Source: an optimization exercise on an open RTL-to-GDS flow (aim: small area, a short achievable clock period and few clock cycles). Production flows keep margins and buffers that such runs may drop. Where RTL was checked, it was by simulation tests only, not by an equivalence proof against the original. Power and IR drop assume default switching activity.

==> 10-04: inputs <==
## CORDIC
module CORDIC #(parameter integer W = 32)
(
    input wire clk,
    input wire start,
    input wire signed [31:0] x,
    input wire signed [31:0] y,
    output wire signed [W-1:0]phi,
    output wire done
);
==> module CORDIC, before the edit <==
module CORDIC #(parameter integer W = 32)
(
    input wire clk,
    input wire start,
    input wire signed [31:0] x,
    input wire signed [31:0] y,
    output wire signed [W-1:0]phi,
    output wire done
);
reg [31:0] xr;
reg [31:0] yr;
reg [31:0] z;
reg [4:0] cnt;
reg dn;
reg [0:0] b27;   
reg [2:0] ff;
reg [1:0] c0;
wire d = yr[31];
wire [31:0] xs, ys, xn, yn, zn;
cordic_addsub u_addx (.a(xr), .src(yr), .s({cnt[4:1], c0[0]}), .inv(d), .ld(start), .din(x), .o(xn));
cordic_addsub u_addy (.a(yr), .src(xr), .s({cnt[4:1], ~c0[1]}), .inv(~d), .ld(start), .din(y), .o(yn));
cordic_addz u_addz (.a(z), .i(cnt), .d(d), .dn(dn), .o(zn));
wire b26 = ~d;
wire [2:0] fnext;
assign fnext[0] = z[4] & (b26 ? (~z[5] & (&z[10:6])) : (&z[10:5]));
assign fnext[1] = z[4] & (b26 ? (~z[5] & (&z[17:6])) : (&z[17:5]));
assign fnext[2] = z[4] & (b26 ? (~z[5] & (&z[24:6])) : (&z[24:5]));
cordic_fin u_fin (.a(z), .b(b27), .f(ff), .o(phi));
assign done = dn;
always @(posedge clk) begin
    xr <= xn;
    yr <= yn;
    if (start)
        z <= 32'h906dfdfb;
    else
        z <= zn;
    if (start) begin
        cnt <= 5'd0;
        dn  <= 1'b0;
        c0[0] <= 1'b0;
        c0[1] <= 1'b1;
    end else if (!dn) begin
        cnt <= cnt + 5'd1;
        dn  <= (cnt == 5'd26);
        b27 <= {~yn[31]};
        c0[0] <= ~c0[0];
        c0[1] <= ~c0[1];
        if (cnt == 5'd26) ff <= fnext;
    end
end
endmodule
==> module cordic_zpg, before the edit <==
module cordic_zpg (input wire [31:0] a, input wire [4:0] i, input wire d, input wire dn, output wire [31:0] p, output wire [31:0] g);
wire [31:0] t =
    ({32{i == 5'd0}} & 32'h6487ed52) |
    ({32{i == 5'd1}} & 32'h3b58ce0a) |
    ({32{i == 5'd2}} & 32'h1f5b75fa) |
    ({32{i == 5'd3}} & 32'h0feadd4e) |
    ({32{i == 5'd4}} & 32'h07fd56ee) |
    ({32{i == 5'd5}} & 32'h03ffaab8) |
    ({32{i == 5'd6}} & 32'h01fff556) |
    ({32{i == 5'd7}} & 32'h00fffeaa) |
    ({32{i == 5'd8}} & 32'h007fffd6) |
    ({32{i == 5'd9}} & 32'h003ffffa) |
    ({32{i == 5'd10}} & 32'h00200000) |
    ({32{i == 5'd11}} & 32'h00100000) |
    ({32{i == 5'd12}} & 32'h00080000) |
    ({32{i == 5'd13}} & 32'h00040000) |
    ({32{i == 5'd14}} & 32'h00020000) |
    ({32{i == 5'd15}} & 32'h00010000) |
    ({32{i == 5'd16}} & 32'h00008000) |
    ({32{i == 5'd17}} & 32'h00004000) |
    ({32{i == 5'd18}} & 32'h00002000) |
    ({32{i == 5'd19}} & 32'h00001000) |
    ({32{i == 5'd20}} & 32'h00000800) |
    ({32{i == 5'd21}} & 32'h00000400) |
    ({32{i == 5'd22}} & 32'h00000200) |
    ({32{i == 5'd23}} & 32'h00000100) |
    ({32{i == 5'd24}} & 32'h00000080) |
    ({32{i == 5'd25}} & 32'h00000040) |
    ({32{i == 5'd26}} & 32'h00000020);
wire [31:0] b = (d | dn) ? 32'h0 : t;
assign p = a ^ b;
assign g = a & b;
endmodule
==> module cordic_addz, before the edit <==
module cordic_addz (input wire [31:0] a, input wire [4:0] i, input wire d, input wire dn, output wire [31:0] o);
wire [31:0] p, g;
cordic_zpg u_pg (.a(a), .i(i), .d(d), .dn(dn), .p(p), .g(g));
cordic_pfx u_pfx (.p(p), .g(g), .cin(1'b0), .o(o));
endmodule
==> module cordic_ztab, before the edit <==
module cordic_ztab (input wire [4:0] i, input wire d, input wire dn, output wire [31:0] o);
wire [31:0] t =
    ({32{i == 5'd0}} & 32'h6487ed52) |
    ({32{i == 5'd1}} & 32'h3b58ce0a) |
    ({32{i == 5'd2}} & 32'h1f5b75fa) |
    ({32{i == 5'd3}} & 32'h0feadd4e) |
    ({32{i == 5'd4}} & 32'h07fd56ee) |
    ({32{i == 5'd5}} & 32'h03ffaab8) |
    ({32{i == 5'd6}} & 32'h01fff556) |
    ({32{i == 5'd7}} & 32'h00fffeaa) |
    ({32{i == 5'd8}} & 32'h007fffd6) |
    ({32{i == 5'd9}} & 32'h003ffffa) |
    ({32{i == 5'd10}} & 32'h00200000) |
    ({32{i == 5'd11}} & 32'h00100000) |
    ({32{i == 5'd12}} & 32'h00080000) |
    ({32{i == 5'd13}} & 32'h00040000) |
    ({32{i == 5'd14}} & 32'h00020000) |
    ({32{i == 5'd15}} & 32'h00010000) |
    ({32{i == 5'd16}} & 32'h00008000) |
    ({32{i == 5'd17}} & 32'h00004000) |
    ({32{i == 5'd18}} & 32'h00002000) |
    ({32{i == 5'd19}} & 32'h00001000) |
    ({32{i == 5'd20}} & 32'h00000800) |
    ({32{i == 5'd21}} & 32'h00000400) |
    ({32{i == 5'd22}} & 32'h00000200) |
    ({32{i == 5'd23}} & 32'h00000100) |
    ({32{i == 5'd24}} & 32'h00000080) |
    ({32{i == 5'd25}} & 32'h00000040) |
    ({32{i == 5'd26}} & 32'h00000020);
assign o = (d | dn) ? 32'h0 : t;
endmodule
==> flow/config.mk <==
export PLATFORM = sky130hd
export DESIGN_NAME = CORDIC
export DESIGN_NICKNAME = CORDIC
export VERILOG_FILES = /design/flow/design.v
export SDC_FILE = /design/flow/constraint.sdc
export NUM_CORES = 4
export LEC_CHECK = 0
export ABC_AREA = 1
export CAP_MARGIN = 20
export CORE_MARGIN = 2
export CORE_UTILIZATION = 40
export SETUP_SLACK_MARGIN = 4
export SLEW_MARGIN = 20
export SYNTH_HIERARCHICAL = 1
export SYNTH_MINIMUM_KEEP_SIZE = 0
==> flow/constraint.sdc <==
create_clock -name core_clock -period 7.5 [get_ports {clk}]
set_input_delay 1.5000 -clock core_clock [delete_from_list [all_inputs] [get_ports {clk}]]
set_output_delay 1.5000 -clock core_clock [all_outputs]
set_load 0.01 [all_outputs]
run.sh (not shown) runs the stock make flow with config.mk's settings and CLKGATE_MAP_FILE= SYNTH_SCRIPT=/design/flow/synth_recipe.tcl, a recipe that flattens the netlist after the stock synthesis.
==> inputs of 01-08, as changes to 10-04 <==
--- a/flow/design.v
+++ b/flow/design.v
@@ -21,3 +21,5 @@
 cordic_addsub u_addy (.a(yr), .src(xr), .s({cnt[4:1], ~c0[1]}), .inv(~d), .ld(start), .din(y), .o(yn));
-cordic_addz u_addz (.a(z), .i(cnt), .d(d), .dn(dn), .o(zn));
+wire [31:0] za;
+cordic_ztab u_tab (.i(cnt), .d(d), .dn(dn), .o(za));
+cordic_add u_addz (.a(z), .b(za), .o(zn));
 wire b26 = ~d;
@@ -359,40 +361,2 @@
 endmodule
-module cordic_zpg (input wire [31:0] a, input wire [4:0] i, input wire d, input wire dn, output wire [31:0] p, output wire [31:0] g);
-wire [31:0] t =
-    ({32{i == 5'd0}} & 32'h6487ed52) |
-    ({32{i == 5'd1}} & 32'h3b58ce0a) |
-    ({32{i == 5'd2}} & 32'h1f5b75fa) |
-    ({32{i == 5'd3}} & 32'h0feadd4e) |
-    ({32{i == 5'd4}} & 32'h07fd56ee) |
-    ({32{i == 5'd5}} & 32'h03ffaab8) |
-    ({32{i == 5'd6}} & 32'h01fff556) |
-    ({32{i == 5'd7}} & 32'h00fffeaa) |
-    ({32{i == 5'd8}} & 32'h007fffd6) |
-    ({32{i == 5'd9}} & 32'h003ffffa) |
-    ({32{i == 5'd10}} & 32'h00200000) |
-    ({32{i == 5'd11}} & 32'h00100000) |
-    ({32{i == 5'd12}} & 32'h00080000) |
-    ({32{i == 5'd13}} & 32'h00040000) |
-    ({32{i == 5'd14}} & 32'h00020000) |
-    ({32{i == 5'd15}} & 32'h00010000) |
-    ({32{i == 5'd16}} & 32'h00008000) |
-    ({32{i == 5'd17}} & 32'h00004000) |
-    ({32{i == 5'd18}} & 32'h00002000) |
-    ({32{i == 5'd19}} & 32'h00001000) |
-    ({32{i == 5'd20}} & 32'h00000800) |
-    ({32{i == 5'd21}} & 32'h00000400) |
-    ({32{i == 5'd22}} & 32'h00000200) |
-    ({32{i == 5'd23}} & 32'h00000100) |
-    ({32{i == 5'd24}} & 32'h00000080) |
-    ({32{i == 5'd25}} & 32'h00000040) |
-    ({32{i == 5'd26}} & 32'h00000020);
-wire [31:0] b = (d | dn) ? 32'h0 : t;
-assign p = a ^ b;
-assign g = a & b;
-endmodule
-module cordic_addz (input wire [31:0] a, input wire [4:0] i, input wire d, input wire dn, output wire [31:0] o);
-wire [31:0] p, g;
-cordic_zpg u_pg (.a(a), .i(i), .d(d), .dn(dn), .p(p), .g(g));
-cordic_pfx u_pfx (.p(p), .g(g), .cin(1'b0), .o(o));
-endmodule
 module cordic_ztab (input wire [4:0] i, input wire d, input wire dn, output wire [31:0] o);
@@ -426,3 +390,3 @@
     ({32{i == 5'd26}} & 32'h00000020);
-assign o = (d | dn) ? 32'h0 : t;
+assign o = d ? 32'h0 : t;
 endmodule
Settings changed: CORE_UTILIZATION 40 to 45.
==> inputs of 06-10, as changes to 10-04 <==
--- a/flow/design.v
+++ b/flow/design.v
@@ -388,3 +388,3 @@
     ({32{i == 5'd26}} & 32'h00000020);
-wire [31:0] b = (d | dn) ? 32'h0 : t;
+wire [31:0] b = d ? 32'h0 : t;
 assign p = a ^ b;
@@ -426,3 +426,3 @@
     ({32{i == 5'd26}} & 32'h00000020);
-assign o = (d | dn) ? 32'h0 : t;
+assign o = d ? 32'h0 : t;
 endmodule
==> run summary <==
| quantity | 06-10 | 01-08 | 10-04 |
|---|---|---|---|
| Signed area change from the synthesized netlist to the final layout | 12.7% | 11.4% | 12.6% |
| Core area | 0.0373 mm² | 0.0327 mm² | 0.0368 mm² |
| Met3 Track Usage GR | 3.42% | 3.72% | 2.90% |
| Post-Layout Inst Area | 0.0169 mm² | 0.0167 mm² | 0.0169 mm² |
| Width of the chip | 198 µm | 187 µm | 198 µm |
| Max Freq | 0.293 GHz | 0.292 GHz | 0.291 GHz |
| Number of buffers outside the clock class in the layout | 145 | 133 | 146 |
| Layout net count | 3083 | 3073 | 3079 |
| Post-cts repair resize count | 34 | 30 | 44 |
| Run status | complete, no violations | complete, no violations | complete, no violations |
| Clock share of power | 7.2% | 6.3% | 6.7% |
| Fin Hold WS | 0.495 ns | 0.469 ns | 0.528 ns |
| Non-clk buf share | 8.76% | 8.01% | 8.77% |
| Final Instance Count excl. Fillers | 3445 | 3401 | 3435 |
| Internal power of the cells | 3.38 mW | 3.28 mW | 3.31 mW |
| Leakage power total | 9.91 nW | 9.86 nW | 9.88 nW |
Testbench counts of 01-08, summed over its fixed seeds: cycles 22,400.
Only the layout flow was run in 10-04 and 06-10; the RTL was not checked for function there.

-- port drivers added, routing unchanged --
No port has a modelled driver above. Below, the same layouts with a new extraction and two added sets of constraints.
Step 1, drivers: a clkbuf_16 drives clk and a buf_2 each remaining input, both assumed.
Step 2 adds t to the input delays and takes it off the output delays; t is the mean of the earliest and latest rising clock arrival at the registers after step 1. Input paths then give back, and output paths get back, about the clock's delay inside the block.
Slacks: no drivers / after step 1 / after step 2; pairs: no drivers / after step 1.
run	t (ns)	setup slack, ns	hold slack, ns	worst setup path after step 2	pins driven straight from the clock port
10-04	0.452	4.063 / 4.006 / 4.111	0.528 / 0.528 / 0.528	input to register	1
01-08	0.438	4.079 / 4.024 / 4.206	0.469 / 0.469 / 0.469	register to register	1
06-10	0.445	4.082 / 4.023 / 4.202	0.495 / 0.495 / 0.495	register to register	1
After both steps every run listed still meets setup and hold.
